This design comes from an exercise in tuning for small area on the open sky130 flow, not from production work.
At most, simulation tests tie the RTL to the original design; equivalence was not proved.
The RTL of run 2 was laid out without a check of its function.
Power figures rest on the tool's default switching activity, not on a simulated workload.

==> design.v <==
module AHB_master(
	input wire HCLK,  
	input wire HRESET_n,  
	input wire d_EN,  
	input wire d_busy,  
	input wire d_write,  
	input wire [31:0] d_wdata,  
	input wire [2:0] d_burst,  
	input wire [31:0] d_addr,  
	input wire [2:0] d_size,  
	input wire d_burst_stop,  
	input wire HREADY,  
	input wire HRESP,  
	input wire [31:0] HRDATA,  
	output reg [31:0] HADDR,  
	output reg [2:0] HBURST,  
	output reg [2:0] HSIZE,  
	output reg [1:0] HTRANS,  
	output reg [31:0] HWDATA,  
	output reg HWRITE  
);
	parameter [1:0] IDLE = 0;  
	parameter [1:0] BUSY = 1;  
	parameter [1:0] SINGLE = 2;  
	parameter [1:0] BURST = 3;  
	reg [1:0] cs; 
	reg [31:0] pending_data;  
	reg [4:0] burst_count;  
	reg [4:0] required_count;  
	reg [31:0] burst_inc;  
	reg [4:0] new_required_count;
	reg [31:0] new_burst_inc; 
	always@(posedge HCLK or negedge HRESET_n) begin
		if(!HRESET_n) begin
			cs <= IDLE;
			HTRANS <= 2'b0;
			HWRITE <= 1'b0; 
			HADDR <= 32'b0;
			HSIZE <= 1'b0;
			HWDATA <= 32'b0;
			HBURST <= 3'b0;
			pending_data <= 32'b0;
			burst_count <= 0;
			burst_inc <= 0;
			required_count <= 0;
		end
		else begin
			case(cs)
				IDLE: begin 
					HWRITE <= d_write; 
					HADDR <= d_addr;
					HBURST <= d_burst;
					HSIZE <= d_size;
					pending_data <= d_wdata;
					required_count <= new_required_count;
					burst_inc <= new_burst_inc;
					if(d_EN && (HREADY || (HRESP == 1'b0) )) begin
						HTRANS <= 2'b10;
						if(|d_burst) begin 
							if(d_busy) begin
								cs <= BUSY;
								HTRANS <= 2'b01;
								burst_count <= 0;
							end
							else begin
								cs <= BURST; 
								burst_count <= 1'b1;
							end
						end
						else begin
							cs <= SINGLE;
							burst_count <= 0;
						end
					end
					else begin
						HTRANS <= 2'b00;
						burst_count <= 0;
					end
				end
				SINGLE: begin
					if(HREADY) begin
						if(HWRITE) begin
							HWDATA <= pending_data;
						end
						HWRITE <= d_write; 
						HADDR <= d_addr;
						HBURST <= d_burst;
						HSIZE <= d_size;
						pending_data <= d_wdata;
						required_count <= new_required_count;
						burst_inc <= new_burst_inc;
						if(d_EN) begin
							HTRANS <= 2'b10;
							if(|d_burst) begin 
								if(d_busy) begin
									cs <= BUSY;
									HTRANS <= 2'b01;
									burst_count <= 1'b0;
								end
								else begin
									cs <= BURST ;
									burst_count <= 1'b1;
								end
							end
							else begin
								cs <= SINGLE;
								burst_count <= 1'b0;
							end
						end
						else begin
							cs <= IDLE;
							HTRANS <= 2'b0;
							burst_count <= 1'b0;
							pending_data <= 32'b0;
						end
					end
					else if(HRESP == 1'b1) begin
						cs <= IDLE;
						HWRITE <= d_write; 
						HADDR <= d_addr;
						HBURST <= d_burst;
						HSIZE <= d_size;
						pending_data <= d_wdata;
						required_count <= new_required_count;
						burst_inc <= new_burst_inc;
						HTRANS <= 2'b0;
						burst_count <= 0;
					end
				end		
				BURST: begin
					if(HREADY) begin
						if(HWRITE) begin
							HWDATA <= pending_data;
						end
						if( (burst_count == required_count && (HBURST != 3'b1)) || (d_burst_stop && HBURST == 3'b1)) begin
							HWRITE <= d_write; 
							HADDR <= d_addr;
							HBURST <= d_burst;
							HSIZE <= d_size;
							pending_data <= d_wdata;
							required_count <= new_required_count;
							burst_inc <= new_burst_inc;
							if(d_EN) begin
								if(|d_burst) begin 					
									if(d_busy) begin
										cs <= BUSY;
										HTRANS <= 2'b01;
										burst_count <= 0;
									end
									else begin
										cs <= BURST;
										HTRANS <= 2'b10;
										burst_count <= 1'b1;
									end	
								end
								else begin
									cs <= SINGLE;
									HTRANS <= 2'b10;
									burst_count <= 0;
								end
							end
							else begin
								cs <= IDLE;
								HTRANS <= 2'b0;
								burst_count <= 0;
							end		
						end
						else begin
							pending_data <= d_wdata;
							if(d_busy) begin
								HTRANS <= 2'b01;
								HADDR <= HADDR + burst_inc; 
								cs <= BUSY;
							end
							else begin
								burst_count <= burst_count + 5'b1;
								HTRANS <= 2'b11;
								HADDR <= HADDR + burst_inc; 
							end
						end
					end
					else if(HRESP == 1'b1) begin
						cs <= IDLE;
						HWRITE <= d_write; 
						HADDR <= d_addr;
						HBURST <= d_burst;
						HSIZE <= d_size;
						pending_data <= d_wdata;
						required_count <= new_required_count;
						burst_inc <= new_burst_inc;
						HTRANS <= 2'b0;
						burst_count <= 0;
					end
				end
				BUSY: begin
					if((HRESP == 1'b1) && !HREADY) begin
						cs <= IDLE;
						HWRITE <= d_write; 
						HADDR <= d_addr;
						HBURST <= d_burst;
						HSIZE <= d_size;
						pending_data <= d_wdata;
						required_count <= new_required_count;
						burst_inc <= new_burst_inc;
						HTRANS <= 2'b0;
						burst_count <= 0;
					end
					else if(!d_busy) begin
						if((HBURST == 3'b1) && d_burst_stop && !HREADY) begin
							HWRITE <= d_write; 
							HADDR <= d_addr;
							HBURST <= d_burst;
							HSIZE <= d_size;
							pending_data <= d_wdata;
							required_count <= new_required_count;
							burst_inc <= new_burst_inc;
							if(d_EN) begin
								if(|d_burst) begin 
									cs <= BURST;
									HTRANS <= 2'b10;
									burst_count <= 1;
								end
								else begin
									cs <= SINGLE;
									HTRANS <= 2'b10;
									burst_count <= 0;
								end
							end
							else begin
								cs <= IDLE;
								HTRANS <= 2'b0;
								burst_count <= 0;
							end
						end
						else if(burst_count == 0) begin
							cs <= BURST; 
							HTRANS <= 2'b10; 
							burst_count <= 1;
						end
						else begin
							cs <= BURST;
							HTRANS <= 2'b11; 
							burst_count <= burst_count + 1;
						end
					end
				end
			endcase
		end
	end
	always@(*) begin
		new_burst_inc = 0;
		new_required_count = 0;
		case(d_burst) 
			3'b011: begin
				new_required_count = 5'd4;
			end
			3'b101: begin
				new_required_count = 5'd8;
			end
			3'b111: begin
				new_required_count = 5'd16;
			end
			default : begin  
				new_required_count = 0;
			end 
		endcase
		case(d_size)
			3'b000: begin
				new_burst_inc = 32'h1;
			end
			3'b001: begin
				new_burst_inc = 32'h2;
			end
			3'b010: begin
				new_burst_inc = 32'h4;
			end
			3'b011: begin
				new_burst_inc = 32'h8;
			end
			3'b100: begin
				new_burst_inc = 32'h10;
			end
			3'b101: begin
				new_burst_inc = 32'h20;
			end
			3'b110: begin
				new_burst_inc = 32'h40;
			end
			3'b111: begin
				new_burst_inc = 32'h80;
			end
		endcase
	end
endmodule
==> run.sh <==
#!/bin/bash
# synth_recipe.tcl (not shown) runs the flow's synth.tcl, then flattens the netlist and writes it again
# the make line also repeats each setting of config.mk as NAME=value (left out here)
make -C /OpenROAD-flow-scripts/flow DESIGN_CONFIG=/design/flow/config.mk WORK_HOME=/design/flow/orfs CLKGATE_MAP_FILE= SYNTH_SCRIPT=/design/flow/synth_recipe.tcl finish
==> config.mk <==
export PLATFORM = sky130hd
export DESIGN_NAME = AHB_master
export DESIGN_NICKNAME = AHB_master
export VERILOG_FILES = /design/flow/design.v
export SDC_FILE = /design/flow/constraint.sdc
export NUM_CORES = 4
export LEC_CHECK = 0
export CAP_MARGIN = 20
export CORE_MARGIN = 2
export CORE_UTILIZATION = 40
export SLEW_MARGIN = 20
==> constraint.sdc <==
create_clock -name core_clock -period 4.0 [get_ports {HCLK}]
set_input_delay 0.8000 -clock core_clock [delete_from_list [all_inputs] [get_ports {HCLK}]]
set_output_delay 0.8000 -clock core_clock [all_outputs]
set_load 0.01 [all_outputs]
==> results of run 1 <==
worst reg2reg max path, cell delays in order, from the launching register on:
cell and delay, ns:
sky130_fd_sc_hd__dfrtp_1 0.44, sky130_fd_sc_hd__ha_1 0.30, sky130_fd_sc_hd__a21o_1 0.12, sky130_fd_sc_hd__nand4_1 0.22, sky130_fd_sc_hd__a21oi_1 0.55, sky130_fd_sc_hd__o21ai_0 0.37, sky130_fd_sc_hd__nor4_1 0.61, sky130_fd_sc_hd__a2111oi_2 0.15
state kept, by name (all words and copies together) (netlist names):
name,cells
burst_inc,8
HSIZE,3
pending_data,32
cs,2
required_count,3
HBURST,3
HTRANS,2
HWRITE,1
HADDR,32
HWDATA,32
burst_count,5
metrics by stage:
stage | cells | instance area [um^2] | setup slack, ns
2_1_floorplan | 820 | 7380 | 1.67
3_3_place_gp | 1171 | 9140 | 0.725
3_5_place_dp | 1171 | 9140 | 0.723
4_1_cts | 1203 | 9730 | 1.13
5_1_grt | 1203 | 9730 | 0.812
6_report | 1203 | 9730 | 1.08
routing by layer:
layer  wire length [um]  vias to the layer above  GRT usage
li1                   -                     3323          -
met1              10600                     3474      0.350
met2              10600                      263      0.358
met3               1500                       21     0.0468
met4                298                        0     0.0637
met5                  0                        -          0
layout make-up:
class                   instances  area (um^2)  area share
clock buffers                  17          425      0.0437
clock inverters                15          165      0.0170
inverters                      23         86.3     0.00887
multi-input cells             621         3990       0.410
flip-flops and latches        123         3080       0.316
well taps                     229          287      0.0294
repair buffers                175         1700       0.175
cell usage in the layout, fill, tap and decap left out, types with 5 or more instances in the layout:
cell	instances
sky130_fd_sc_hd__nand2_1	132
sky130_fd_sc_hd__clkbuf_16	17
sky130_fd_sc_hd__o41ai_1	6
sky130_fd_sc_hd__o21a_1	8
sky130_fd_sc_hd__nor2b_1	5
sky130_fd_sc_hd__inv_1	20
sky130_fd_sc_hd__a22oi_1	16
sky130_fd_sc_hd__nor3_1	9
sky130_fd_sc_hd__a21oi_1	52
sky130_fd_sc_hd__nor2_1	41
sky130_fd_sc_hd__buf_4	25
sky130_fd_sc_hd__a21o_1	10
sky130_fd_sc_hd__nand3_1	48
sky130_fd_sc_hd__a31oi_1	9
sky130_fd_sc_hd__nand4_1	5
sky130_fd_sc_hd__ha_1	10
sky130_fd_sc_hd__o211ai_1	12
sky130_fd_sc_hd__dfrtp_1	123
sky130_fd_sc_hd__a211oi_1	16
sky130_fd_sc_hd__nor4_1	5
sky130_fd_sc_hd__o21ai_1	7
sky130_fd_sc_hd__mux2i_1	11
sky130_fd_sc_hd__clkdlybuf4s50_1	149
sky130_fd_sc_hd__xnor2_1	8
sky130_fd_sc_hd__mux2_2	40
sky130_fd_sc_hd__and3_1	12
sky130_fd_sc_hd__and2_1	6
sky130_fd_sc_hd__o221ai_1	5
sky130_fd_sc_hd__o21ai_0	34
sky130_fd_sc_hd__xor2_1	7
sky130_fd_sc_hd__o31ai_1	11
sky130_fd_sc_hd__o22ai_1	13
cells by family after synthesis:
group | Yosys count | synth area share
xor+xnor | 15 | 0.0178
fa+ha+maj | 11 | 0.0197
buf+inv | 76 | 0.0429
simple gates | 288 | 0.182
compound gates | 256 | 0.244
flops | 123 | 0.417
mux | 51 | 0.0760
power by group:
| part | switching [mW] | leakage, nW | internal (mW) |
|---|---|---|---|
| registers | 0.591 | 1.50 | 1.81 |
| logic | 1.85 | 2.34 | 1.73 |
| clock network | 0.636 | 0.283 | 0.928 |
| total | 3.08 | 4.13 | 4.47 |
how the worst max path moves through the flow:
stage                  start        end  slack [ns]
floorplan              HRESP  HBURST[0]        1.67
global placement      HREADY   HSIZE[2]        0.72
detailed placement    HREADY     HWRITE        0.72
CTS                 HADDR[1]  HADDR[31]        1.13
global route        HADDR[1]  HADDR[31]        0.81
finish              HADDR[1]  HADDR[31]        1.08
==> impl_results.md, run 1 <==
* Status: timing/DRC/antenna clean
* Max_slew headroom at 0.369
* Largest delay share family, worst path: compound AO/OA/AOI/OAI gates
* Clock transition at the registers of the reported paths at 0.06 ns
* Number of port buffers at 150
* Clock latency reported for the late side of the worst-skew pair at 0.43 ns
* Net count of the mapped netlist at 941
* Number of violations of the max-capacitance limit at 0
* Yosys reg bits at 123
* Setup repair after global routing missed its margin: false
* Final core utilization at 0.540
* Buffers inserted during post-CTS setup optimization at 0
* Routed Antenna Nets at 0
* End of the worst register-to-register path: HADDR[31]
* Origin of the critical flop-to-flop path: HADDR[1]
* Resize count post-CTS at 0
* Core Box Area at 18000 um^2
* DIE HEIGHT at 140 um
* Initial cell density of the core at 0.409
* Register-to-Register Path Depth at 7
* Ratio of cells with drive above 1 in the final layout at 0.116
* Final Hold Vio Count at 0
* Count of flip-flops with a built-in enable after synthesis at 0
* Worst path max stage delay at a little over 0.6 ns
* Average vias per placed instance at about 6
* Largest net degree at the start of global routing at 73
* Count of pins over their slew limit at 0
* Netlist cell types at 82
* Worst Path Buf+Inv at 0
* Vias post-DR at 7081
* Required time at the endpoint of the critical path at 4.27 ns
* DRC violations left at 0
* Worst setup skew after layout at 0.00990 ns
* Clock net sink count at 123
* Number of nets in the layout at 1082
* Vias in the first global route at 6571
* I/O pin cnt at 183
* Quantity of hold-fixing buffers added after cts at 0
* CTS tree: done
* Post-detail-place hpwl at between 15 and 20 mm
* CTS HTree Levels at 4
* Slack of the worst reg-to-reg path at between 1 and 1.5 ns
* Number of antenna violations at the first check in global routing at 0
* Layout area overhead at 31.9%
* Post-synthesis cell type with the largest combined area: sky130_fd_sc_hd__dfrtp_1
* Placer's final routability congestion estimate at 0.868
* First-pass GRT wire length at 36.7 mm
* Slowest cell on crit path: sky130_fd_sc_hd__nor4_1
* Cell Rows at 49
* Total power of the final layout at 7.55 mW
* Root Buffer Master: sky130_fd_sc_hd__clkbuf_16
* Commonest cells in the netlist: 132 x sky130_fd_sc_hd__nand2_1, 123 x sky130_fd_sc_hd__dfrtp_1, 52 x sky130_fd_sc_hd__a21oi_1, 48 x sky130_fd_sc_hd__nand3_1, 41 x sky130_fd_sc_hd__nor2_1
* Smallest hold slack at 0.416 ns
* Highest clock rate at 343 MHz
* Num CTS Buffers at 17
* Count of antenna diodes in the layout at 0
* Peak ir drop on the vdd network at 382 uV
* Power per standard cell area at 775 nW/um^2
* Most common flop cell mapped by yosys: sky130_fd_sc_hd__dfrtp_1
* Min-delay worst type: in -> async
* WP depth at 7
* Floorplan die width at 140 um
* Crit Path Max Fanout at 6
* Static Leak at about 4.1 nW
* Transition at the pin with the smallest max-transition slack at 0.939 ns
* Area of the mapped netlist at 7380 um^2
* Fillcell total at 1694
* Synthesis Warnings at 1
* Global routing usage summed across all routing layers at 0.238
* DIE AREA at 19500 um^2
* Top-area cell type share of the netlist area at 0.417
* Total iterations of the first detailed-routing run at 5
* Kind of end point of the critical path: register
* Critical path data arrival time at 3.19 ns
* Share of synthesized area occupied by flip-flops and latches at 0.417
* Setup crit start kind: register
* Top-count cell post-synth: sky130_fd_sc_hd__nand2_1
* Post-route clock period utilization at 0.729
* Biggest area contributors in the synthesized netlist: sky130_fd_sc_hd__dfrtp_1 42%, sky130_fd_sc_hd__nand2_1 6.7%, sky130_fd_sc_hd__mux2_2 6.1%
* Final worst path period need at 2.92 ns
* Startpoint-to-endpoint class of the critical path: reg -> reg
* Share of synthesized registers carrying an async set or reset at 1.00
* DRC marker count from the first detailed-route iteration at roughly 560
* Average wire per cell in the routed design at 19.1 um
* Setup TNS at 0 ns
* Aggregate global routing overflow at 0
* Maximum clock path buffer count at 2
* Routed Wire Length at 23.0 mm
* Cell chain of the critical path: ha_1 > a21o_1 > nand4_1 > a21oi_1 > o21ai_0 > nor4_1 > a2111oi_2
* Syn Inst Count at between 800 and 900
* Final setup vio count at 0
* Syn avg cell area at 9.00 um^2
==> run 2, diff against run 1 <==
==> design.v (replaced) <==
module AHB_master(
	input wire HCLK,
	input wire HRESET_n,
	input wire d_EN,
	input wire d_busy,
	input wire d_write,
	input wire [31:0] d_wdata,
	input wire [2:0] d_burst,
	input wire [31:0] d_addr,
	input wire [2:0] d_size,
	input wire d_burst_stop,
	input wire HREADY,
	input wire HRESP,
	input wire [31:0] HRDATA,
	output reg [31:0] HADDR,
	output reg [2:0] HBURST,
	output reg [2:0] HSIZE,
	output reg [1:0] HTRANS,
	output reg [31:0] HWDATA,
	output reg HWRITE
);
	reg [31:0] pending_data;  
	reg [4:0] burst_count;    
	wire st_idle = (HTRANS == 2'b00);
	wire st_busy = (HTRANS == 2'b01);
	wire act     = HTRANS[1];
	wire hb_zero = (HBURST == 3'b000);
	wire hb_incr = (HBURST == 3'b001);
	wire st_burst = act & ~hb_zero;
	wire err = HRESP & ~HREADY;
	reg cnt_hit;
	always @(*) begin
		case (HBURST)
			3'b011: cnt_hit = (burst_count == 5'd4);
			3'b101: cnt_hit = (burst_count == 5'd8);
			3'b111: cnt_hit = (burst_count == 5'd16);
			default: cnt_hit = (burst_count == 5'd0);
		endcase
	end
	wire endc = hb_incr ? d_burst_stop : cnt_hit;
	wire busy_stop = ~d_busy & hb_incr & d_burst_stop & ~HREADY;
	wire load = st_idle
	          | (act & ~hb_zero & ((HREADY & endc) | err))
	          | (act & hb_zero & (HREADY | HRESP))
	          | (st_busy & (err | busy_stop));
	wire step = st_burst & HREADY & ~endc;
	wire bstep = st_busy & ~err & ~d_busy & ~busy_stop;
	wire go = d_EN & ~err;
	wire [1:0] new_trans = go ? (((|d_burst) & d_busy) ? 2'b01 : 2'b10) : 2'b00;
	wire [31:0] tog;
	assign tog[0] = step & (HSIZE == 3'd0);
	genvar k;
	generate
		for (k = 1; k < 32; k = k + 1) begin : g_inc
			if (k < 8)
				assign tog[k] = (step & (HSIZE == k)) | (tog[k-1] & HADDR[k-1]);
			else
				assign tog[k] = tog[k-1] & HADDR[k-1];
		end
	endgenerate
	always @(posedge HCLK or negedge HRESET_n) begin
		if (!HRESET_n) begin
			HTRANS <= 2'b0;
			HWRITE <= 1'b0;
			HADDR <= 32'b0;
			HSIZE <= 3'b0;
			HBURST <= 3'b0;
			HWDATA <= 32'b0;
		end else begin
			if (act & HREADY & HWRITE)
				HWDATA <= pending_data;
			if (load) begin
				HWRITE <= d_write;
				HADDR <= d_addr;
				HBURST <= d_burst;
				HSIZE <= d_size;
				HTRANS <= new_trans;
			end else begin
				HADDR <= HADDR ^ tog;
			end
			if (step) begin
				HTRANS <= d_busy ? 2'b01 : 2'b11;
			end else if (~load & bstep) begin
				HTRANS <= (burst_count == 5'd0) ? 2'b10 : 2'b11;
			end
		end
	end
	always @(posedge HCLK) begin
		if (load | step)
			pending_data <= d_wdata;
		if (load)
			burst_count <= {4'b0, ~d_busy};
		else if ((step & ~d_busy) | bstep)
			burst_count <= burst_count + 5'd1;
	end
endmodule
==> flow/run.sh (new file) <==
#!/bin/bash
set -o pipefail
export BUFFER_PORTS_ARGS="-buffer_cell sky130_fd_sc_hd__buf_1"
export CTS_ARGS="-sink_clustering_enable -repair_clock_nets -buf_list sky130_fd_sc_hd__clkbuf_8 -dont_use_dummy_load"
bash standard.sh > standard.log 2>&1
==> standard.sh (new file) <==
#!/bin/bash
# synth_recipe.tcl (not shown) runs the flow's synth.tcl, then flattens the netlist and writes it again
# the make line also repeats each setting of config.mk as NAME=value (left out here)
make -C /OpenROAD-flow-scripts/flow DESIGN_CONFIG=/design/flow/config.mk WORK_HOME=/design/flow/orfs CLKGATE_MAP_FILE= SYNTH_SCRIPT=/design/flow/synth_recipe.tcl "${@:-finish}"
--- a/config.mk
+++ b/config.mk
@@ -10,2 +10,3 @@
 export CORE_UTILIZATION = 40
+export CTS_BUF_LIST = sky130_fd_sc_hd__clkbuf_8
 export SLEW_MARGIN = 20
removed: run.sh
==> run 2 against run 1 <==
Effect of this change: the layout now fails its checks (negative setup slack); first-iteration DRC count is 82% lower; setup slack worse by 5.3 ns; combinational power is 43% lower; hold slack better by 0.045 ns; routed wire length is 57% lower; sequential share of layout area is 15 points higher; fmax is 64% lower; critical path depth is 40 higher; register-to-register slack worse by 5.3 ns; synthesized area is 37% lower; largest cell class is now registers; highest routed layer unchanged.
==> impl_results.md, run 2 <==
* Status: finished with violations (was timing/DRC/antenna clean)
* Layout checks that failed: negative setup slack
* Clock net sink count at 110 (was 123)
* Peak ir drop on the vdd network at 413 uV (was 382 uV)
* Core Box Area at 11400 um^2 (was 18000 um^2)
* Commonest cells in the netlist: 73 x sky130_fd_sc_hd__dfrtp_1, 40 x sky130_fd_sc_hd__mux2_1, 33 x sky130_fd_sc_hd__edfxtp_1, 33 x sky130_fd_sc_hd__ha_1, 32 x sky130_fd_sc_hd__mux2_2 (was 132 x sky130_fd_sc_hd__nand2_1, 123 x sky130_fd_sc_hd__dfrtp_1, 52 x sky130_fd_sc_hd__a21oi_1, 48 x sky130_fd_sc_hd__nand3_1, 41 x sky130_fd_sc_hd__nor2_1)
* Ratio of cells with drive above 1 in the final layout at 0.307 (was 0.116)
* Largest net degree at the start of global routing at 74 (was 73)
* Fillcell total at 993 (was 1694)
* Syn Inst Count at 290 (was 820)
* Design internal power at 2.94 mW (was 4.47 mW)
* Vias in the first global route at 3320 (was 6571)
* Max_slew headroom at 0.373 (was 0.369)
* Area of the mapped netlist at 4680 um^2 (was 7380 um^2)
* Quantity of hold-fixing buffers added after cts at 0 (unchanged)
* Most used cells in the layout excluding fill and tap cells: 149 x sky130_fd_sc_hd__buf_1, 73 x sky130_fd_sc_hd__dfrtp_1, 34 x sky130_fd_sc_hd__buf_4 (was 149 x sky130_fd_sc_hd__clkdlybuf4s50_1, 132 x sky130_fd_sc_hd__nand2_1, 123 x sky130_fd_sc_hd__dfrtp_1)
* Slowest cell on crit path: sky130_fd_sc_hd__edfxtp_1 (was sky130_fd_sc_hd__nor4_1)
* Top-area cell type share of the netlist area at 0.390 (was 0.417)
* Power per standard cell area at 740 nW/um^2 (was 775 nW/um^2)
* Clock network power share at 0.117 (was 0.207)
* Post-synthesis cell type with the largest combined area: sky130_fd_sc_hd__dfrtp_1 (unchanged)
* Min-delay worst type: reg -> reg (was in -> async)
* Number of antenna violations at the first check in global routing at 0 (unchanged)
* Final setup vio count at 26 (was 0)
* Largest registers in the final layout: HADDR x32, HWDATA x32, pending_data x32 (unchanged)
* Placer's final routability congestion estimate at 0.804 (was 0.868)
* Maximum clock path buffer count at 2 (unchanged)
* First-pass GRT wire length at 16.7 mm (was 36.7 mm)
* Slack of the worst reg-to-reg path at -4.17 ns (was 1.08 ns)
* Most common flop cell mapped by yosys: sky130_fd_sc_hd__dfrtp_1 (unchanged)
* Final core utilization at 0.543 (was 0.540)
* Register-to-Register Path Depth at 47 (was 7)
* Count of antenna diodes in the layout at 0 (unchanged)
* Hold depth at 1
* Fraction of power consumed by sequential logic at 0.442 (was 0.318)
* Psw at 1.65 mW (was 3.08 mW)
* Global routing usage summed across all routing layers at 0.170 (was 0.238)
* DIE AREA at 12600 um^2 (was 19500 um^2)
* DRC marker count from the first detailed-route iteration at 101 (was 559)
* Origin of the critical flop-to-flop path: burst_count[0] (was HADDR[1])
* Total power of the final layout at 4.59 mW (was 7.55 mW)
* Setup crit start kind: register (unchanged)
* Initial cell density of the core at 0.410 (was 0.409)
* Setup repair after global routing missed its margin: true (was false)
* Total iterations of the first detailed-routing run at 4 (was 5)
* Synthesis Warnings at 1 (unchanged)
* Floorplan die width at 112 um (was 140 um)
* Worst hold path startpoint: pending_data[27]
* Count of pins over their slew limit at 0 (unchanged)
* Net count of the mapped netlist at 433 (was 941)
* DIE HEIGHT at 112 um (was 140 um)
* Layout area overhead at 32.5% (was 31.9%)
* Aggregate global routing overflow at 0 (unchanged)
* Cell Rows at 39 (was 49)
* Clock latency reported for the late side of the worst-skew pair at 0.39 ns (was 0.43 ns)
* Commonest non-fill, non-tap cell in the layout: sky130_fd_sc_hd__buf_1 (was sky130_fd_sc_hd__clkdlybuf4s50_1)
* Kind of end point of the critical path: register (unchanged)
* Post-route clock period utilization at 2.04 (was 0.729)
* Count of flip-flops with a built-in enable after synthesis at 33 (was 0)
* I/O pin cnt at 183 (unchanged)
* Final worst path period need at 8.17 ns (was 2.92 ns)
* Num CTS Buffers at 9 (was 17)
* Biggest area contributors in the synthesized netlist: sky130_fd_sc_hd__dfrtp_1 39%, sky130_fd_sc_hd__edfxtp_1 21%, sky130_fd_sc_hd__mux2_1 9.6% (was sky130_fd_sc_hd__dfrtp_1 42%, sky130_fd_sc_hd__nand2_1 6.7%, sky130_fd_sc_hd__mux2_2 6.1%)
* Clock transition at the registers of the reported paths at 0.11 ns (was 0.06 ns)
* Average vias per placed instance at 4.92 (was 5.89)
* Share of synthesized area occupied by flip-flops and latches at 0.619 (was 0.417)
* Average wire per cell in the routed design at 16.2 um (was 19.1 um)
* End of the worst register-to-register path: HADDR[31] (unchanged)
* Worst path max stage delay at 0.41 ns (was 0.61 ns)
* Vias post-DR at 3030 (was 7081)
* Required time at the endpoint of the critical path at 4.26 ns (was 4.27 ns)
* DRC violations left at 0 (unchanged)
* Crit Path Max Fanout at 3 (was 6)
* Hold endpoint: HWDATA[27]
* Most numerous cell on the critical path: sky130_fd_sc_hd__ha_4
* Pre-CTS WS at -4.51 ns (was 0.723 ns)
* Syn avg cell area at 16.1 um^2 (was 9.00 um^2)
* Number of port buffers at 150 (unchanged)
* Final Hold Vio Count at 0 (unchanged)
* Static Leak at 2.52 nW (was 4.13 nW)
* CTS tree: done (unchanged)
* CTS HTree Levels at 3 (was 4)
* Share of synthesized registers carrying an async set or reset at 0.664 (was 1.00)
* Post-detail-place hpwl at 7.28 mm (was 16.0 mm)
* Transition at the pin with the smallest max-transition slack at 0.941 ns (was 0.939 ns)
* Startpoint-to-endpoint class of the critical path: reg -> reg (unchanged)
* Netlist cell types at 49 (was 82)
* Highest clock rate at 122 MHz (was 343 MHz)
* Critical path data arrival time at 8.42 ns (was 3.19 ns)
* Setup TNS at -59.68 ns (was 0 ns)
* Least setup slack across all paths after layout at -4.17 ns (was 1.08 ns)
* Routed Wire Length at 10.0 mm (was 23.0 mm)
* Number of violations of the max-capacitance limit at 0 (unchanged)
* Power share of the combinational group at 0.441 (was 0.475)
* Root Buffer Master: sky130_fd_sc_hd__clkbuf_8 (was sky130_fd_sc_hd__clkbuf_16)
* Worst setup skew after layout at 0.0363 ns (was 0.00990 ns)
* Number of nets in the layout at 618 (was 1082)
* Yosys reg bits at 110 (was 123)
* Routed Antenna Nets at 0 (unchanged)
* Switching share of power at 0.359 (was 0.408)
* Top-count cell post-synth: sky130_fd_sc_hd__dfrtp_1 (was sky130_fd_sc_hd__nand2_1)
## run 2: power by group through the flow
stage / logic (mW) / clock network (mW) / registers (mW)
floorplan: 1.09 / 0 / 2.22
global placement: 1.99 / 0 / 2.03
detailed placement: 2.04 / 0 / 2.05
CTS: 2.07 / 0.565 / 2.04
global route: 2.24 / 0.602 / 2.10
finish: 2.03 / 0.535 / 2.03
## run 2: timing repair
action	in CTS	in global routing
setup buffers	1	1
pin swaps	0	0
gates cloned	0	0
endpoints found under the setup margin	26	27
gates resized for setup	6	0
## run 2: critical path: cells and delay by family (launching register included)
| family | cells | cell delay, ns |
|---|---|---|
| buffers and inverters | 1 | 0.08 |
| DFF | 1 | 0.41 |
| muxes | 1 | 0.26 |
| AOI/OAI and AO/OA | 9 | 1.73 |
| xor gates and xnor gates | 1 | 0.15 |
| adders and majority gates | 32 | 4.94 |
| and+or+nand+nor | 3 | 0.44 |
## run 2: kinds of logic after synthesis
family                     after synthesis  share of synthesized area
adders and majority gates               33                     0.0883
muxes                                   76                      0.182
buffers and inverters                   15                     0.0193
AOI/OAI and AO/OA                       28                     0.0481
xor gates and xnor gates                 1                    0.00187
and+or+nand+nor                         27                     0.0412
DFF                                    110                      0.619
## run 2: how the worst max path moves through the flow
stage | start | endpoint | slack (ns) | cells past startpoint
final | burst_count[0] | HADDR[31] | -4.17 | 47
after global routing | burst_count[0] | HADDR[31] | -4.47 | 47
after CTS | burst_count[0] | HADDR[31] | -4.18 | 47
after detailed placement | d_burst_stop | HADDR[31] | -4.51 | 46
after global placement | d_burst_stop | HADDR[31] | -4.38 | 46
after floorplan | d_burst_stop | HADDR[31] | -4.22 | 45
## run 2: metrics by stage
stage | cells | instance area, um^2 | hold slack [ns]
final | 616 | 6200 | 0.460
after global routing | 616 | 6200 | 0.485
after CTS | 615 | 6190 | 0.471
after detailed placement | 605 | 6020 | 0.465
after global placement | 605 | 6020 | 0.458
after floorplan | 290 | 5110 | 0.454
## run 2: cell type report
type,instances,area (um^2),area share
clock buffer,9,124,0.0200
inverter,6,22.5,0.00363
multi-input combinational,165,2160,0.349
sequential,110,2900,0.467
tap,143,179,0.0289
timing repair buffer,183,815,0.131
## run 2: per-layer routing
metal  vias up  wire length [um]  global-route usage
met5         -                 0                   0
li1       1450                 -                   -
met2        89              4960               0.284
met4         0               104              0.0398
met3         8               597              0.0632
met1      1483              4330               0.213
==> run 3, diff against run 2 <==
--- a/design.v
+++ b/design.v
@@ -49,13 +49,2 @@
 	wire [1:0] new_trans = go ? (((|d_burst) & d_busy) ? 2'b01 : 2'b10) : 2'b00;
-	wire [31:0] tog;
-	assign tog[0] = step & (HSIZE == 3'd0);
-	genvar k;
-	generate
-		for (k = 1; k < 32; k = k + 1) begin : g_inc
-			if (k < 8)
-				assign tog[k] = (step & (HSIZE == k)) | (tog[k-1] & HADDR[k-1]);
-			else
-				assign tog[k] = tog[k-1] & HADDR[k-1];
-		end
-	endgenerate
 	always @(posedge HCLK or negedge HRESET_n) begin
@@ -77,8 +66,6 @@
 				HTRANS <= new_trans;
-			end else begin
-				HADDR <= HADDR ^ tog;
-			end
-			if (step) begin
+			end else if (step) begin
+				HADDR <= HADDR + (32'd1 << HSIZE);
 				HTRANS <= d_busy ? 2'b01 : 2'b11;
-			end else if (~load & bstep) begin
+			end else if (bstep) begin
 				HTRANS <= (burst_count == 5'd0) ? 2'b10 : 2'b11;
==> run.sh (new file) <==
#!/bin/bash
# synth_recipe.tcl (not shown) runs the flow's synth.tcl, then flattens the netlist and writes it again
# the make line also repeats each setting of config.mk as NAME=value (left out here)
make -C /OpenROAD-flow-scripts/flow DESIGN_CONFIG=/design/flow/config.mk WORK_HOME=/design/flow/orfs CLKGATE_MAP_FILE= SYNTH_SCRIPT=/design/flow/synth_recipe.tcl finish
--- a/config.mk
+++ b/config.mk
@@ -10,3 +10,2 @@
 export CORE_UTILIZATION = 40
-export CTS_BUF_LIST = sky130_fd_sc_hd__clkbuf_8
 export SLEW_MARGIN = 20
removed: flow/run.sh
removed: standard.sh
==> run 3 against run 2 <==
Effect of this change: now clean on timing, DRC and antenna; synthesized cell count increased by 55%; sequential share of layout area fell by 5.8 points; final area rose by 14%; critical path depth shrank 39; largest cell class unchanged.
==> impl_results.md, run 3 <==
* Synthesis Warnings at 1 (unchanged)
* Number of violations of the max-capacitance limit at 0 (unchanged)
* Resize count post-CTS at 0 (was 6)
* Max_slew headroom at 0.357 (was 0.373)
* Highest clock rate at 324 MHz (was 122 MHz)
* CTS HTree Levels at 3 (unchanged)
* Power per standard cell area at 783 nW/um^2 (was 740 nW/um^2)
* Vias post-DR at 4016 (was 3030)
* Largest registers in the final layout: HADDR x32, HWDATA x32, pending_data x32 (unchanged)
* Initial cell density of the core at 0.408 (was 0.410)
* Num CTS Buffers at 9 (unchanged)
* Post-synthesis cell type with the largest combined area: sky130_fd_sc_hd__dfrtp_1 (unchanged)
* Routed Antenna Nets at 0 (unchanged)
* Number of nets in the layout at 718 (was 618)
* Top-count cell post-synth: sky130_fd_sc_hd__dfrtp_1 (unchanged)
* Number of port buffers at 150 (unchanged)
* Setup TNS at 0 ns (was -59.68 ns)
* Smallest hold slack at 0.477 ns (was 0.460 ns)
* Commonest cells in the netlist: 73 x sky130_fd_sc_hd__dfrtp_1, 55 x sky130_fd_sc_hd__nand2_1, 34 x sky130_fd_sc_hd__mux2_2, 33 x sky130_fd_sc_hd__edfxtp_1, 28 x sky130_fd_sc_hd__a21oi_1 (was 73 x sky130_fd_sc_hd__dfrtp_1, 40 x sky130_fd_sc_hd__mux2_1, 33 x sky130_fd_sc_hd__edfxtp_1, 33 x sky130_fd_sc_hd__ha_1, 32 x sky130_fd_sc_hd__mux2_2)
* Net count of the mapped netlist at 571 (was 433)
* Share of synthesized area occupied by flip-flops and latches at 0.563 (was 0.619)
* Biggest area contributors in the synthesized netlist: sky130_fd_sc_hd__dfrtp_1 35%, sky130_fd_sc_hd__edfxtp_1 19%, sky130_fd_sc_hd__mux2_2 7.4% (was sky130_fd_sc_hd__dfrtp_1 39%, sky130_fd_sc_hd__edfxtp_1 21%, sky130_fd_sc_hd__mux2_1 9.6%)
* Setup crit start kind: register (unchanged)
* CTS tree: done (unchanged)
* Cell Rows at 41 (was 39)
* Slack of the worst reg-to-reg path at 0.92 ns (was -4.17 ns)
* Buffers inserted during post-CTS setup optimization at 0 (was 1)
* Largest net degree at the start of global routing at 74 (unchanged)
* Min-delay worst type: reg -> reg (unchanged)
* Routed Wire Length at 12.8 mm (was 10.0 mm)
* Total iterations of the first detailed-routing run at 6 (was 4)
* Netlist cell types at 61 (was 49)
* Required time at the endpoint of the critical path at 4.23 ns (was 4.26 ns)
* DIE AREA at 13800 um^2 (was 12600 um^2)
* Switching share of power at 0.377 (was 0.359)
* Clock net sink count at 110 (unchanged)
* Syn avg cell area at 11.4 um^2 (was 16.1 um^2)
* Clock transition at the registers of the reported paths at 0.08 ns (was 0.11 ns)
* Most common flop cell mapped by yosys: sky130_fd_sc_hd__dfrtp_1 (unchanged)
* Average vias per placed instance at 5.19 (was 4.92)
* Final setup vio count at 0 (was 26)
* Worst setup skew after layout at 0.00687 ns (was 0.0363 ns)
* Count of antenna diodes in the layout at 0 (unchanged)
* Syn Inst Count at 450 (was 290)
* Yosys reg bits at 110 (unchanged)
* Placer's final routability congestion estimate at 0.767 (was 0.804)
* Status: timing/DRC/antenna clean (was finished with violations)
* Count of pins over their slew limit at 0 (unchanged)
* Core Box Area at 12600 um^2 (was 11400 um^2)
* Setup repair after global routing missed its margin: false (was true)
* Vias in the first global route at 3949 (was 3320)
* DRC marker count from the first detailed-route iteration at 248 (was 101)
* Design internal power at 3.46 mW (was 2.94 mW)
* Aggregate global routing overflow at 0 (unchanged)
* Psw at 2.10 mW (was 1.65 mW)
* Floorplan die width at 117 um (was 112 um)
* Global routing usage summed across all routing layers at 0.189 (was 0.170)
* Area of the mapped netlist at 5150 um^2 (was 4680 um^2)
* Post-route clock period utilization at 0.771 (was 2.04)
* Commonest non-fill, non-tap cell in the layout: sky130_fd_sc_hd__clkdlybuf4s50_1 (was sky130_fd_sc_hd__buf_1)
* Clock latency reported for the late side of the worst-skew pair at 0.35 ns (was 0.39 ns)
* Clock network power share at 0.156 (was 0.117)
* Top-area cell type share of the netlist area at 0.355 (was 0.390)
* Crit Path Max Fanout at 11 (was 3)
* Maximum clock path buffer count at 2 (unchanged)
* Final worst path period need at 3.08 ns (was 8.17 ns)
* Kind of end point of the critical path: register (unchanged)
* Number of antenna violations at the first check in global routing at 0 (unchanged)
* Final Hold Vio Count at 0 (unchanged)
* Average wire per cell in the routed design at 16.6 um (was 16.2 um)
* Share of synthesized registers carrying an async set or reset at 0.664 (unchanged)
* DIE HEIGHT at 117 um (was 112 um)
* Most used cells in the layout excluding fill and tap cells: 149 x sky130_fd_sc_hd__clkdlybuf4s50_1, 73 x sky130_fd_sc_hd__dfrtp_1, 55 x sky130_fd_sc_hd__nand2_1 (was 149 x sky130_fd_sc_hd__buf_1, 73 x sky130_fd_sc_hd__dfrtp_1, 34 x sky130_fd_sc_hd__buf_4)
* Peak ir drop on the vdd network at 295 uV (was 413 uV)
* Count of flip-flops with a built-in enable after synthesis at 33 (unchanged)
* Post-detail-place hpwl at 8.79 mm (was 7.28 mm)
* DRC violations left at 0 (unchanged)
* Static Leak at 2.83 nW (was 2.52 nW)
* Ratio of cells with drive above 1 in the final layout at 0.125 (was 0.307)
* Startpoint-to-endpoint class of the critical path: reg -> reg (unchanged)
* First-pass GRT wire length at 21.0 mm (was 16.7 mm)
* Critical path data arrival time at 3.31 ns (was 8.42 ns)
* I/O pin cnt at 183 (unchanged)
* Layout area overhead at 37.6% (was 32.5%)
* Fraction of power consumed by sequential logic at 0.376 (was 0.442)
* Power share of the combinational group at 0.468 (was 0.441)
* Transition at the pin with the smallest max-transition slack at 0.964 ns (was 0.941 ns)
* Root Buffer Master: sky130_fd_sc_hd__clkbuf_16 (was sky130_fd_sc_hd__clkbuf_8)
* Quantity of hold-fixing buffers added after cts at 0 (unchanged)
run 3: changes by cell type in the layout (fill, tap and decap cells not counted), moves of 14 or more:
| cell | delta |
|---|---|
| sky130_fd_sc_hd__a21oi_1 | +25 |
| sky130_fd_sc_hd__buf_1 | -149 |
| sky130_fd_sc_hd__buf_4 | -26 |
| sky130_fd_sc_hd__clkdlybuf4s50_1 | +149 |
| sky130_fd_sc_hd__ha_4 | -25 |
| sky130_fd_sc_hd__mux2_1 | -14 |
| sky130_fd_sc_hd__mux2_4 | -26 |
| sky130_fd_sc_hd__nand2_1 | +51 |
| sky130_fd_sc_hd__nor2_1 | +24 |
run 3: cells by family (layout without fill, tap and decap cells):
group,count (synthesis),after routing,share of synthesized area
AO/OA/AOI/OAI,90,90,0.112
XOR/XNOR,13,13,0.0221
adder cells (fa/ha/maj),11,11,0.0282
buffers and inverters,35,187,0.0330
flip-flops,110,110,0.563
multiplexers,44,44,0.0938
AND/OR/NAND/NOR,147,147,0.149
run 3: through the flow:
stage	utilization	area (um^2)	power [mW]	std cells	worst slack [ns]
after CTS	0.561	7080	5.61	774	0.724
after floorplan	-	5150	3.49	450	1.22
after global placement	0.539	6800	4.65	758	0.626
final	0.562	7090	5.55	774	0.916
after detailed placement	0.539	6800	4.71	758	0.592
after global routing	0.562	7090	5.93	774	0.710
run 3: path summary, 6_finish.rpt:
path | start | to | cells after the start
setup / recovery | HSIZE[0] | HADDR[10] | 8
hold / removal | pending_data[7] | HWDATA[7] | 1
setup reg to reg | HSIZE[0] | HADDR[10] | 8
hold reg to reg | pending_data[7] | HWDATA[7] | 1
max in group asynchronous | HRESET_n | HWDATA[23] | 1
min in group asynchronous | HRESET_n | HWDATA[12] | 1
run 3: layout make-up:
class,count,area [um^2]
timing repair buffer,157,1550
clock buffer,10,229
multi-input combinational,305,2090
clock inverter,6,55.1
inverter,14,52.6
tap,172,215
sequential,110,2900
fill,1131,5530
run 3: power groups by stage:
stage	Sequential [mW]	Combinational [mW]	Clock (mW)
2_1_floorplan	2.19	1.30	0
3_3_place_gp	2.08	2.56	0
3_5_place_dp	2.11	2.61	0
4_1_cts	2.09	2.62	0.899
5_1_grt	2.16	2.82	0.939
6_report	2.09	2.60	0.868
run 3: critical path: stages (launching register included):
cell,delay (ns)
sky130_fd_sc_hd__dfrtp_1,0.53
sky130_fd_sc_hd__or3b_2,0.51
sky130_fd_sc_hd__fa_1,0.43
sky130_fd_sc_hd__nand2b_1,0.17
sky130_fd_sc_hd__a21oi_1,0.35
sky130_fd_sc_hd__a21oi_2,0.27
sky130_fd_sc_hd__nand2b_1,0.34
sky130_fd_sc_hd__o211ai_1,0.24
sky130_fd_sc_hd__o311ai_1,0.11
run 3: metal layers:
metal	part of all wire	vias to the layer above	track usage
met5	0	-	0
met4	0.0076	0	0.0414
met3	0.061	9	0.0572
met2	0.46	129	0.300
met1	0.47	1965	0.257
li1	-	1913	-
==> run 4, diff against run 3 <==
--- a/design.v
+++ b/design.v
@@ -49,2 +49,45 @@
 	wire [1:0] new_trans = go ? (((|d_burst) & d_busy) ? 2'b01 : 2'b10) : 2'b00;
+	wire [7:0] sz;    
+	wire [8:0] ones;  
+	genvar k;
+	generate
+		for (k = 0; k < 8; k = k + 1) begin : g_sz
+			assign sz[k] = (HSIZE == k);
+		end
+	endgenerate
+	assign ones[0] = sz[0];
+	generate
+		for (k = 1; k < 9; k = k + 1) begin : g_ones
+			if (k < 8)
+				assign ones[k] = sz[k] | (ones[k-1] & HADDR[k-1]);
+			else
+				assign ones[k] = ones[k-1] & HADDR[k-1];
+		end
+	endgenerate
+	wire [7:0] blk;  
+	wire [7:0] cin;  
+	generate
+		for (k = 0; k < 8; k = k + 1) begin : g_blk
+			assign blk[k] = &HADDR[4*k+3:4*k];
+		end
+	endgenerate
+	assign cin[0] = sz[0];
+	assign cin[1] = ones[4];
+	assign cin[2] = ones[8];
+	generate
+		for (k = 3; k < 8; k = k + 1) begin : g_cin
+			assign cin[k] = cin[k-1] & blk[k-1];
+		end
+	endgenerate
+	wire [31:0] tog;
+	generate
+		for (k = 0; k < 32; k = k + 1) begin : g_tog
+			if (k % 4 == 0)
+				assign tog[k] = step & cin[k/4];
+			else if (k < 8)
+				assign tog[k] = (step & sz[k]) | (tog[k-1] & HADDR[k-1]);
+			else
+				assign tog[k] = tog[k-1] & HADDR[k-1];
+		end
+	endgenerate
 	always @(posedge HCLK or negedge HRESET_n) begin
@@ -66,6 +109,8 @@
 				HTRANS <= new_trans;
-			end else if (step) begin
-				HADDR <= HADDR + (32'd1 << HSIZE);
+			end else begin
+				HADDR <= HADDR ^ tog;
+			end
+			if (step) begin
 				HTRANS <= d_busy ? 2'b01 : 2'b11;
-			end else if (bstep) begin
+			end else if (~load & bstep) begin
 				HTRANS <= (burst_count == 5'd0) ? 2'b10 : 2'b11;
--- a/config.mk
+++ b/config.mk
@@ -10,2 +10,3 @@
 export CORE_UTILIZATION = 40
+export CTS_BUF_LIST = sky130_fd_sc_hd__clkbuf_8
 export SLEW_MARGIN = 20
==> run 4 against run 3 <==
Effect of this change: still clean on timing, DRC and antenna; synthesized cell count decreased by 13%; flip-flop and latch count stayed put; clock skew up 0.0029 ns; combinational power fell by 16%; non-clock buffer count stayed put; critical endpoint is now HADDR[31].
==> impl_results.md, run 4 <==
* Max_slew headroom at 0.368 (was 0.357)
* Routed Antenna Nets at 0 (unchanged)
* Largest registers in the final layout: HADDR x32, HWDATA x32, pending_data x32 (unchanged)
* Fillcell total at 1017 (was 1131)
* Area share of fa/ha/maj cells after synthesis at 0.0686 (was 0.0282)
* Quantity of hold-fixing buffers added after cts at 0 (unchanged)
* Most numerous cell on the critical path: sky130_fd_sc_hd__ha_1 (was sky130_fd_sc_hd__nand2b_1)
* Total iterations of the first detailed-routing run at 4 (was 6)
* Post-detail-place hpwl at 7.62 mm (was 8.79 mm)
* Top-area cell type share of the netlist area at 0.385 (was 0.355)
* Kind of end point of the critical path: register (unchanged)
* DIE HEIGHT at 113 um (was 117 um)
* Number of nets in the layout at 680 (was 718)
* Critical path data arrival time at 3.45 ns (was 3.31 ns)
* Design internal power at 3.11 mW (was 3.46 mW)
* Vias post-DR at 3480 (was 4016)
* Slowest cell on crit path: sky130_fd_sc_hd__or4_1 (was sky130_fd_sc_hd__dfrtp_1)
* Post-synthesis cell type with the largest combined area: sky130_fd_sc_hd__dfrtp_1 (unchanged)
* Peak ir drop on the vdd network at 345 uV (was 295 uV)
* Clock transition at the registers of the reported paths at 0.11 ns (was 0.08 ns)
* Setup TNS at 0 ns (unchanged)
* Syn Inst Count at 392 (was 450)
* Netlist cell types at 46 (was 61)
* Transition at the pin with the smallest max-transition slack at 0.948 ns (was 0.964 ns)
* Global routing usage summed across all routing layers at 0.174 (was 0.189)
* Floorplan die width at 113 um (was 117 um)
* Combined flip-flop and latch cell area at 2900 um^2 (unchanged)
* Dominant combinational cell family by area after synthesis: simple AND/OR/NAND/NOR gates (unchanged)
* Compound-cell area share of the yosys netlist at 0.0531 (was 0.112)
* First-pass GRT wire length at 17.5 mm (was 21.0 mm)
* DRC marker count from the first detailed-route iteration at 180 (was 248)
* Ratio of cells with drive above 1 in the final layout at 0.117 (was 0.125)
* Yosys reg bits at 110 (unchanged)
* Placer's final routability congestion estimate at 0.766 (was 0.767)
* Required time at the endpoint of the critical path at 4.26 ns (was 4.23 ns)
* Largest net degree at the start of global routing at 74 (unchanged)
* Clock network power share at 0.134 (was 0.156)
* Final setup vio count at 0 (unchanged)
* Final worst path period need at 3.19 ns (was 3.08 ns)
* Count of antenna diodes in the layout at 0 (unchanged)
* Synth Area in Simple Gates at 0.141 (was 0.149)
* Status: timing/DRC/antenna clean (unchanged)
* Vias in the first global route at 3545 (was 3949)
* I/O pin cnt at 183 (unchanged)
* Number of antenna violations at the first check in global routing at 0 (unchanged)
* Fraction of power consumed by sequential logic at 0.419 (was 0.376)
* Layout area overhead at 39.4% (was 37.6%)
* Switching share of power at 0.361 (was 0.377)
* Setup crit start kind: input port (was register)
* Power share of the combinational group at 0.447 (was 0.468)
* Average vias per placed instance at 5.03 (was 5.19)
* Number of violations of the max-capacitance limit at 0 (unchanged)
* Net count of the mapped netlist at 528 (was 571)
* Clock net sink count at 110 (unchanged)
* Area of the mapped netlist at 4740 um^2 (was 5150 um^2)
* Most common flop cell mapped by yosys: sky130_fd_sc_hd__dfrtp_1 (unchanged)
* Power per standard cell area at 736 nW/um^2 (was 783 nW/um^2)
* Cell Rows at 39 (was 41)
* Area of the multi-input gates at 1740 um^2 (was 2090 um^2)
* Syn avg cell area at 12.1 um^2 (was 11.4 um^2)
* Worst path max stage delay at 0.68 ns (was 0.53 ns)
* Maximum clock path buffer count at 2 (unchanged)
* Average wire per cell in the routed design at 15.8 um (was 16.6 um)
* Multiplexer area fraction after synthesis at 0.0892 (was 0.0938)
* Buffers inserted during post-CTS setup optimization at 0 (unchanged)
* Static Leak at 2.82 nW (was 2.83 nW)
* Number of port buffers at 150 (unchanged)
* Setup repair after global routing missed its margin: false (unchanged)
* Startpoint-to-endpoint class of the critical path: in -> reg (was reg -> reg)
* Resize count post-CTS at 0 (unchanged)
* Cell chain of the critical path: clkdlybuf4s50_1 > nand2_1 > nand4b_2 > or4_1 > nor3_2 > ha_1 > ha_1 > ha_1 > xnor2_1 > o21ai_0 (was or3b_2 > fa_1 > nand2b_1 > a21oi_1 > a21oi_2 > nand2b_1 > o211ai_1 > o311ai_1)
* CTS HTree Levels at 3 (unchanged)
* Min-delay worst type: reg -> reg (unchanged)
* Root Buffer Master: sky130_fd_sc_hd__clkbuf_8 (was sky130_fd_sc_hd__clkbuf_16)
* DRC violations left at 0 (unchanged)
* Final instance area at 6610 um^2 (was 7090 um^2)
* Num CTS Buffers at 9 (unchanged)
* Share of synthesized area occupied by flip-flops and latches at 0.611 (was 0.563)
* Synthesis Warnings at 1 (unchanged)
* Clock latency reported for the late side of the worst-skew pair at 0.38 ns (was 0.35 ns)
* Crit Path Max Fanout at 8 (was 11)
* Aggregate global routing overflow at 0 (unchanged)
* Routed Wire Length at 10.9 mm (was 12.8 mm)
* Post-placement cell area at 6420 um^2 (was 6800 um^2)
* Most used cells in the layout excluding fill and tap cells: 149 x sky130_fd_sc_hd__clkdlybuf4s50_1, 99 x sky130_fd_sc_hd__nand2_1, 73 x sky130_fd_sc_hd__dfrtp_1 (was 149 x sky130_fd_sc_hd__clkdlybuf4s50_1, 73 x sky130_fd_sc_hd__dfrtp_1, 55 x sky130_fd_sc_hd__nand2_1)
* Commonest non-fill, non-tap cell in the layout: sky130_fd_sc_hd__clkdlybuf4s50_1 (unchanged)
* Initial cell density of the core at 0.413 (was 0.408)
* Share of synthesized registers carrying an async set or reset at 0.664 (unchanged)
* Share of the synthesized netlist area taken by xor and xnor gates at 0.0111 (was 0.0221)
* Final Hold Vio Count at 0 (unchanged)
* Commonest cells in the netlist: 99 x sky130_fd_sc_hd__nand2_1, 73 x sky130_fd_sc_hd__dfrtp_1, 34 x sky130_fd_sc_hd__mux2_2, 33 x sky130_fd_sc_hd__edfxtp_1, 26 x sky130_fd_sc_hd__ha_1 (was 73 x sky130_fd_sc_hd__dfrtp_1, 55 x sky130_fd_sc_hd__nand2_1, 34 x sky130_fd_sc_hd__mux2_2, 33 x sky130_fd_sc_hd__edfxtp_1, 28 x sky130_fd_sc_hd__a21oi_1)
* Post-route clock period utilization at 0.798 (was 0.771)
* Core Box Area at 11500 um^2 (was 12600 um^2)
* Psw at 1.76 mW (was 2.10 mW)
* Biggest area contributors in the synthesized netlist: sky130_fd_sc_hd__dfrtp_1 39%, sky130_fd_sc_hd__edfxtp_1 21%, sky130_fd_sc_hd__mux2_2 8.1% (was sky130_fd_sc_hd__dfrtp_1 35%, sky130_fd_sc_hd__edfxtp_1 19%, sky130_fd_sc_hd__mux2_2 7.4%)
* DIE AREA at 12700 um^2 (was 13800 um^2)
* Highest clock rate at 313 MHz (was 324 MHz)
* CTS tree: done (unchanged)
* Top-count cell post-synth: sky130_fd_sc_hd__nand2_1 (was sky130_fd_sc_hd__dfrtp_1)
* Worst setup skew after layout at 0.00974 ns (was 0.00687 ns)
* Count of flip-flops with a built-in enable after synthesis at 33 (unchanged)
* Count of pins over their slew limit at 0 (unchanged)
==> run 4: changes by cell type in the layout (fill, tap and decap cells not counted), moves of 7 or more <==
| cell | delta |
|---|---|
| sky130_fd_sc_hd__nand2_1 | +44 |
| sky130_fd_sc_hd__clkbuf_16 | -9 |
| sky130_fd_sc_hd__o21ai_1 | -15 |
| sky130_fd_sc_hd__ha_1 | +16 |
| sky130_fd_sc_hd__a21oi_1 | -22 |
| sky130_fd_sc_hd__nor2_1 | -17 |
| sky130_fd_sc_hd__o21ai_0 | +7 |
| sky130_fd_sc_hd__clkbuf_8 | +9 |
==> run 4: logic make-up after synthesis <==
family,Yosys count
fa+ha+maj,26
compound gates,38
xor+xnor,6
mux,38
buf+inv,26
flops,110
simple gates,148
==> run 4: path summary, 6_finish.rpt <==
path / cells past startpoint / end / startpoint / slack [ns]
max in group asynchronous: 1 / HADDR[17] / HRESET_n / 2.84
min reg2reg: 1 / HWDATA[4] / pending_data[4] / 0.48
min: 1 / HWDATA[4] / pending_data[4] / 0.48
max: 10 / HADDR[31] / HREADY / 0.81
max reg2reg: 15 / HADDR[7] / burst_count[0] / 0.99
min in group asynchronous: 1 / HWDATA[22] / HRESET_n / 0.57
==> run 4: area by class of cell <==
class,count,area share
multi-input combinational,256,0.264
sequential,110,0.439
tap,143,0.0271
timing repair buffer,157,0.237
inverter,10,0.00568
clock inverter,7,0.00966
clock buffer,9,0.0187
==> run 4: power groups by stage <==
stage	clock network (mW)	registers, mW	logic [mW]
after floorplan	0	2.16	0.949
after global placement	0	2.04	2.19
after detailed placement	0	2.06	2.21
after CTS	0.679	2.04	2.22
after global routing	0.727	2.11	2.39
final	0.652	2.04	2.18
==> run 4: per-layer routing <==
metal | GRT usage | wire length (um)
met1 | 0.241 | 4960
met2 | 0.264 | 4900
met5 | 0 | 0
met4 | 0.0691 | 221
met3 | 0.0418 | 820
==> run 4: stage by stage <==
| stage | setup WS, ns | utilization | std cells | hold slack, ns | power [mW] |
|---|---|---|---|---|---|
| 6_report | 0.807 | 0.576 | 692 | 0.482 | 4.87 |
| 5_1_grt | 0.603 | 0.576 | 692 | 0.501 | 5.22 |
| 4_1_cts | 0.774 | 0.576 | 692 | 0.489 | 4.94 |
| 3_5_place_dp | 0.350 | 0.560 | 676 | 0.464 | 4.27 |
| 3_3_place_gp | 0.403 | 0.560 | 676 | 0.457 | 4.23 |
| 2_1_floorplan | 0.657 | - | 392 | 0.455 | 3.11 |
==> run 4: worst max-delay path: cells and delay by family <==
kind	cells	cell delay, ns
simple gates	4	1.39
buf+inv	1	0.61
fa+ha+maj	3	0.45
xor+xnor	1	0.11
compound gates	1	0.09
==> run 5, diff against run 4 <==
==> flow/run.sh (new file) <==
#!/bin/bash
set -o pipefail
export BUFFER_PORTS_ARGS="-buffer_cell sky130_fd_sc_hd__buf_1"
export CTS_ARGS="-sink_clustering_enable -repair_clock_nets -dont_use_dummy_load -buf_list sky130_fd_sc_hd__clkbuf_8 -sink_clustering_size 30"
bash standard.sh > standard.log 2>&1
==> standard.sh (new file) <==
#!/bin/bash
# synth_recipe.tcl (not shown) runs the flow's synth.tcl, then flattens the netlist and writes it again
# the make line also repeats each setting of config.mk as NAME=value (left out here)
make -C /OpenROAD-flow-scripts/flow DESIGN_CONFIG=/design/flow/config.mk WORK_HOME=/design/flow/orfs CLKGATE_MAP_FILE= SYNTH_SCRIPT=/design/flow/synth_recipe.tcl "${@:-finish}"
removed: run.sh
==> run 5 against run 4 <==
Effect of this change: still clean on timing, DRC and antenna; hold slack worse by 0.0017 ns; critical path depth rose by 7; cell count is 1.2% lower; sequential power hardly changed; critical path type is now reg -> reg; first-iteration DRC count increased by 18%; utilization fell by 8.9 points; critical endpoint is now HADDR[3].
==> impl_results.md, run 5 <==
* Transition at the pin with the smallest max-transition slack at 0.959 ns (was 0.948 ns)
* Switching share of power at 0.394 (was 0.361)
* Setup TNS at 0 ns (unchanged)
* DIE AREA at 12700 um^2 (unchanged)
* Num CTS Buffers at 9 (unchanged)
* Number of violations of the max-capacitance limit at 0 (unchanged)
* Routed Wire Length at 10.2 mm (was 10.9 mm)
* Floorplan die width at 113 um (unchanged)
* Max_slew headroom at 0.361 (was 0.368)
* Kind of end point of the critical path: register (unchanged)
* Cell Rows at 39 (unchanged)
* Clock network power share at 0.126 (was 0.134)
* Worst Path Buf+Inv at 3 (was 1)
* Peak ir drop on the vdd network at 374 uV (was 345 uV)
* Min-delay worst type: reg -> reg (unchanged)
* Largest registers in the final layout: HADDR x32, HWDATA x32, pending_data x32 (unchanged)
* Count of antenna diodes in the layout at 0 (unchanged)
* Root Buffer Master: sky130_fd_sc_hd__clkbuf_8 (unchanged)
* Psw at 1.65 mW (was 1.76 mW)
* Layout area overhead at 18.0% (was 39.4%)
* Top-count cell post-synth: sky130_fd_sc_hd__nand2_1 (unchanged)
* Placer's final routability congestion estimate at 0.803 (was 0.766)
* Most numerous cell on the critical path: sky130_fd_sc_hd__ha_1 (unchanged)
* Clock latency reported for the late side of the worst-skew pair at 0.37 ns (was 0.38 ns)
* I/O pin cnt at 183 (unchanged)
* CTS HTree Levels at 3 (unchanged)
* Status: timing/DRC/antenna clean (unchanged)
* Aggregate global routing overflow at 0 (unchanged)
* DIE HEIGHT at 113 um (unchanged)
* Count of flip-flops with a built-in enable after synthesis at 33 (unchanged)
* Resize count post-CTS at 0 (unchanged)
* Average vias per placed instance at 5.03 (about the same)
* Power share of the combinational group at 0.390 (was 0.447)
* Synthesis Warnings at 1 (unchanged)
* Area of the mapped netlist at 4740 um^2 (unchanged)
* Average wire per cell in the routed design at 14.9 um (was 15.8 um)
* Netlist cell types at 46 (unchanged)
* Commonest non-fill, non-tap cell in the layout: sky130_fd_sc_hd__buf_1 (was sky130_fd_sc_hd__clkdlybuf4s50_1)
* Syn avg cell area at 12.1 um^2 (unchanged)
* DRC violations left at 0 (unchanged)
* Number of port buffers at 150 (unchanged)
* Post-detail-place hpwl at 7.29 mm (was 7.62 mm)
* Post-route clock period utilization at 0.797 (was 0.798)
* Critical path data arrival time at 3.49 ns (was 3.45 ns)
* Maximum clock path buffer count at 2 (unchanged)
* Commonest cells in the netlist: 99 x sky130_fd_sc_hd__nand2_1, 73 x sky130_fd_sc_hd__dfrtp_1, 34 x sky130_fd_sc_hd__mux2_2, 33 x sky130_fd_sc_hd__edfxtp_1, 26 x sky130_fd_sc_hd__ha_1 (unchanged)
* Required time at the endpoint of the critical path at 4.30 ns (was 4.26 ns)
* Net count of the mapped netlist at 528 (unchanged)
* Cell chain of the critical path: inv_1 > ha_1 > nor4b_1 > o22ai_1 > nand4b_2 > buf_4 > nor4_1 > ha_1 > inv_1 > o41ai_1 > ha_1 > o21bai_1 > ha_1 > nor2_1 > o21ai_0 > o32a_1 > nand3_1 (was clkdlybuf4s50_1 > nand2_1 > nand4b_2 > or4_1 > nor3_2 > ha_1 > ha_1 > ha_1 > xnor2_1 > o21ai_0)
* Worst setup skew after layout at 0.0173 ns (was 0.00974 ns)
* Global routing usage summed across all routing layers at 0.163 (was 0.174)
* Final worst path period need at 3.19 ns (about the same)
* Largest net degree at the start of global routing at 74 (unchanged)
* Post-placement cell area at 5470 um^2 (was 6420 um^2)
* Share of synthesized area occupied by flip-flops and latches at 0.611 (unchanged)
* Clock transition at the registers of the reported paths at 0.08 ns (was 0.11 ns)
* Smallest hold slack at 0.480 ns (was 0.482 ns)
* Setup crit start kind: register (was input port)
* Core Box Area at 11500 um^2 (unchanged)
* CTS tree: done (unchanged)
* Vias post-DR at 3442 (was 3480)
* Power per standard cell area at 749 nW/um^2 (was 736 nW/um^2)
* Share of synthesized registers carrying an async set or reset at 0.664 (unchanged)
* Count of pins over their slew limit at 0 (unchanged)
* Final setup vio count at 0 (unchanged)
* Final Hold Vio Count at 0 (unchanged)
* Largest delay share family, worst path: simple AND/OR/NAND/NOR gates (unchanged)
* Total iterations of the first detailed-routing run at 4 (unchanged)
* Final instance area at 5590 um^2 (was 6610 um^2)
* Startpoint-to-endpoint class of the critical path: reg -> reg (was in -> reg)
* Final core utilization at 0.488 (was 0.576)
* Number of nets in the layout at 679 (was 680)
* Static Leak at 2.38 nW (was 2.82 nW)
* Number of antenna violations at the first check in global routing at 0 (unchanged)
* Ratio of cells with drive above 1 in the final layout at 0.104 (was 0.117)
* Setup repair after global routing missed its margin: false (unchanged)
* Vias in the first global route at 3411 (was 3545)
* Biggest area contributors in the synthesized netlist: sky130_fd_sc_hd__dfrtp_1 39%, sky130_fd_sc_hd__edfxtp_1 21%, sky130_fd_sc_hd__mux2_2 8.1% (unchanged)
* Initial cell density of the core at 0.413 (unchanged)
* Fraction of power consumed by sequential logic at 0.484 (was 0.419)
* Buffers inserted during post-CTS setup optimization at 0 (unchanged)
* DRC marker count from the first detailed-route iteration at 212 (was 180)
* Slowest cell on crit path: sky130_fd_sc_hd__edfxtp_1 (was sky130_fd_sc_hd__or4_1)
* Most used cells in the layout excluding fill and tap cells: 149 x sky130_fd_sc_hd__buf_1, 99 x sky130_fd_sc_hd__nand2_1, 73 x sky130_fd_sc_hd__dfrtp_1 (was 149 x sky130_fd_sc_hd__clkdlybuf4s50_1, 99 x sky130_fd_sc_hd__nand2_1, 73 x sky130_fd_sc_hd__dfrtp_1)
* Total power of the final layout at 4.19 mW (was 4.87 mW)
* Post-synthesis cell type with the largest combined area: sky130_fd_sc_hd__dfrtp_1 (unchanged)
* Syn Inst Count at 392 (unchanged)
* Top-area cell type share of the netlist area at 0.385 (unchanged)
* Design internal power at 2.54 mW (was 3.11 mW)
* Yosys reg bits at 110 (unchanged)
* Quantity of hold-fixing buffers added after cts at 0 (unchanged)
* First-pass GRT wire length at 16.4 mm (was 17.5 mm)
* Routed Antenna Nets at 0 (unchanged)
* Highest clock rate at 314 MHz (was 313 MHz)
* Most common flop cell mapped by yosys: sky130_fd_sc_hd__dfrtp_1 (unchanged)
* Crit Path Max Fanout at 15 (was 8)
* Worst path max stage delay at 0.43 ns (was 0.68 ns)
* Clock net sink count at 110 (unchanged)
run 5: cell counts after synthesis:
Identical to the previous run, type by type.
run 5: layer usage:
layer | up-vias | GRT usage | share of wire
met3 | 14 | 0.0487 | 0.084
met4 | 0 | 0.0707 | 0.020
met1 | 1633 | 0.215 | 0.46
met2 | 129 | 0.249 | 0.44
li1 | 1666 | - | -
met5 | - | 0 | 0
run 5: kinds of logic after synthesis:
family / Yosys count / synth area share
XOR/XNOR: 6 / 0.0111
flip-flops: 110 / 0.611
multiplexers: 38 / 0.0892
adder cells (fa/ha/maj): 26 / 0.0686
AND/OR/NAND/NOR: 148 / 0.142
AO/OA/AOI/OAI: 38 / 0.0531
buffers and inverters: 26 / 0.0251
run 5: final cells by class:
cell class | count | area (um^2)
Clock buffer | 9 | 124
Tap cell | 143 | 179
Multi-Input combinational cell | 256 | 1740
Timing Repair Buffer | 156 | 612
Fill cell | 1060 | 5880
Inverter | 10 | 37.5
Sequential cell | 110 | 2900
run 5: path summary, 6_finish.rpt:
check                                 from         end  slack (ns)  cells past startpoint
max                         burst_count[0]    HADDR[3]        0.81                     17
min                        pending_data[0]   HWDATA[0]        0.48                      1
max reg2reg                 burst_count[0]    HADDR[3]        0.81                     17
min reg2reg                pending_data[0]   HWDATA[0]        0.48                      1
max in group asynchronous         HRESET_n   HADDR[18]        2.78                      1
min in group asynchronous         HRESET_n  HWDATA[14]        0.57                      1
run 5: power groups by stage:
| stage | combinational, mW | clock (mW) | sequential [mW] |
|---|---|---|---|
| after floorplan | 0.949 | 0 | 2.16 |
| after global placement | 1.64 | 0 | 2.03 |
| after detailed placement | 1.67 | 0 | 2.05 |
| after CTS | 1.68 | 0.552 | 2.03 |
| after global routing | 1.85 | 0.599 | 2.09 |
| final | 1.64 | 0.526 | 2.03 |
run 5: worst register-to-register path, cell delays in order (launching register included):
cell and delay, ns:
sky130_fd_sc_hd__edfxtp_1 0.43, sky130_fd_sc_hd__inv_1 0.10, sky130_fd_sc_hd__ha_1 0.21, sky130_fd_sc_hd__nor4b_1 0.40, sky130_fd_sc_hd__o22ai_1 0.21, sky130_fd_sc_hd__nand4b_2 0.17
sky130_fd_sc_hd__buf_4 0.23, sky130_fd_sc_hd__nor4_1 0.08, sky130_fd_sc_hd__ha_1 0.19, sky130_fd_sc_hd__inv_1 0.05, sky130_fd_sc_hd__o41ai_1 0.07, sky130_fd_sc_hd__ha_1 0.19
sky130_fd_sc_hd__o21bai_1 0.15, sky130_fd_sc_hd__ha_1 0.22, sky130_fd_sc_hd__nor2_1 0.10, sky130_fd_sc_hd__o21ai_0 0.09, sky130_fd_sc_hd__o32a_1 0.18, sky130_fd_sc_hd__nand3_1 0.09
run 5: per-stage QoR:
step	worst slack [ns]	instances
floorplan	0.657	392
global placement	0.796	675
finish	0.811	684
detailed placement	0.702	675
CTS	0.768	684
global route	0.564	684

## static timing again, ports no longer ideal
Ports are ideal in the flow. The routed layouts listed here were re-timed in OpenROAD. Step 1 (the two cells are an assumption about what drives the block):
set clk [get_ports {HCLK}]
set_driving_cell -lib_cell sky130_fd_sc_hd__clkbuf_16 $clk
set_driving_cell -lib_cell sky130_fd_sc_hd__buf_2 [delete_from_list [all_inputs] $clk]
Step 2 also shifts input and output timing later by t, the mid clock arrival at the registers, as if the neighbouring blocks saw the same clock. Three values: ideal ports, drivers, drivers and shift; two values: the first two.
| run | t (ns) | slack for setup (ns) | worst setup path at the end | worst register clock-pin slew, ns |
|---|---|---|---|---|
| run 1 | 0.471 | 1.084 / 1.084 / 0.655 | input to register | 0.06 / 0.06 |
| run 2 | 0.400 | -4.168 / -4.168 / -4.475 | input to register | 0.11 / 0.11 |
| run 3 | 0.388 | 0.916 / 0.916 / 0.605 | input to register | 0.08 / 0.08 |
| run 4 | 0.406 | 0.807 / 0.798 / 0.392 | input to register | 0.11 / 0.11 |
| run 5 | 0.388 | 0.811 / 0.811 / 0.710 | input to register | 0.09 / 0.09 |
The setup slack of run 1, which loses most, moves by 0.000 ns with the drivers and by -0.429 ns with both steps.
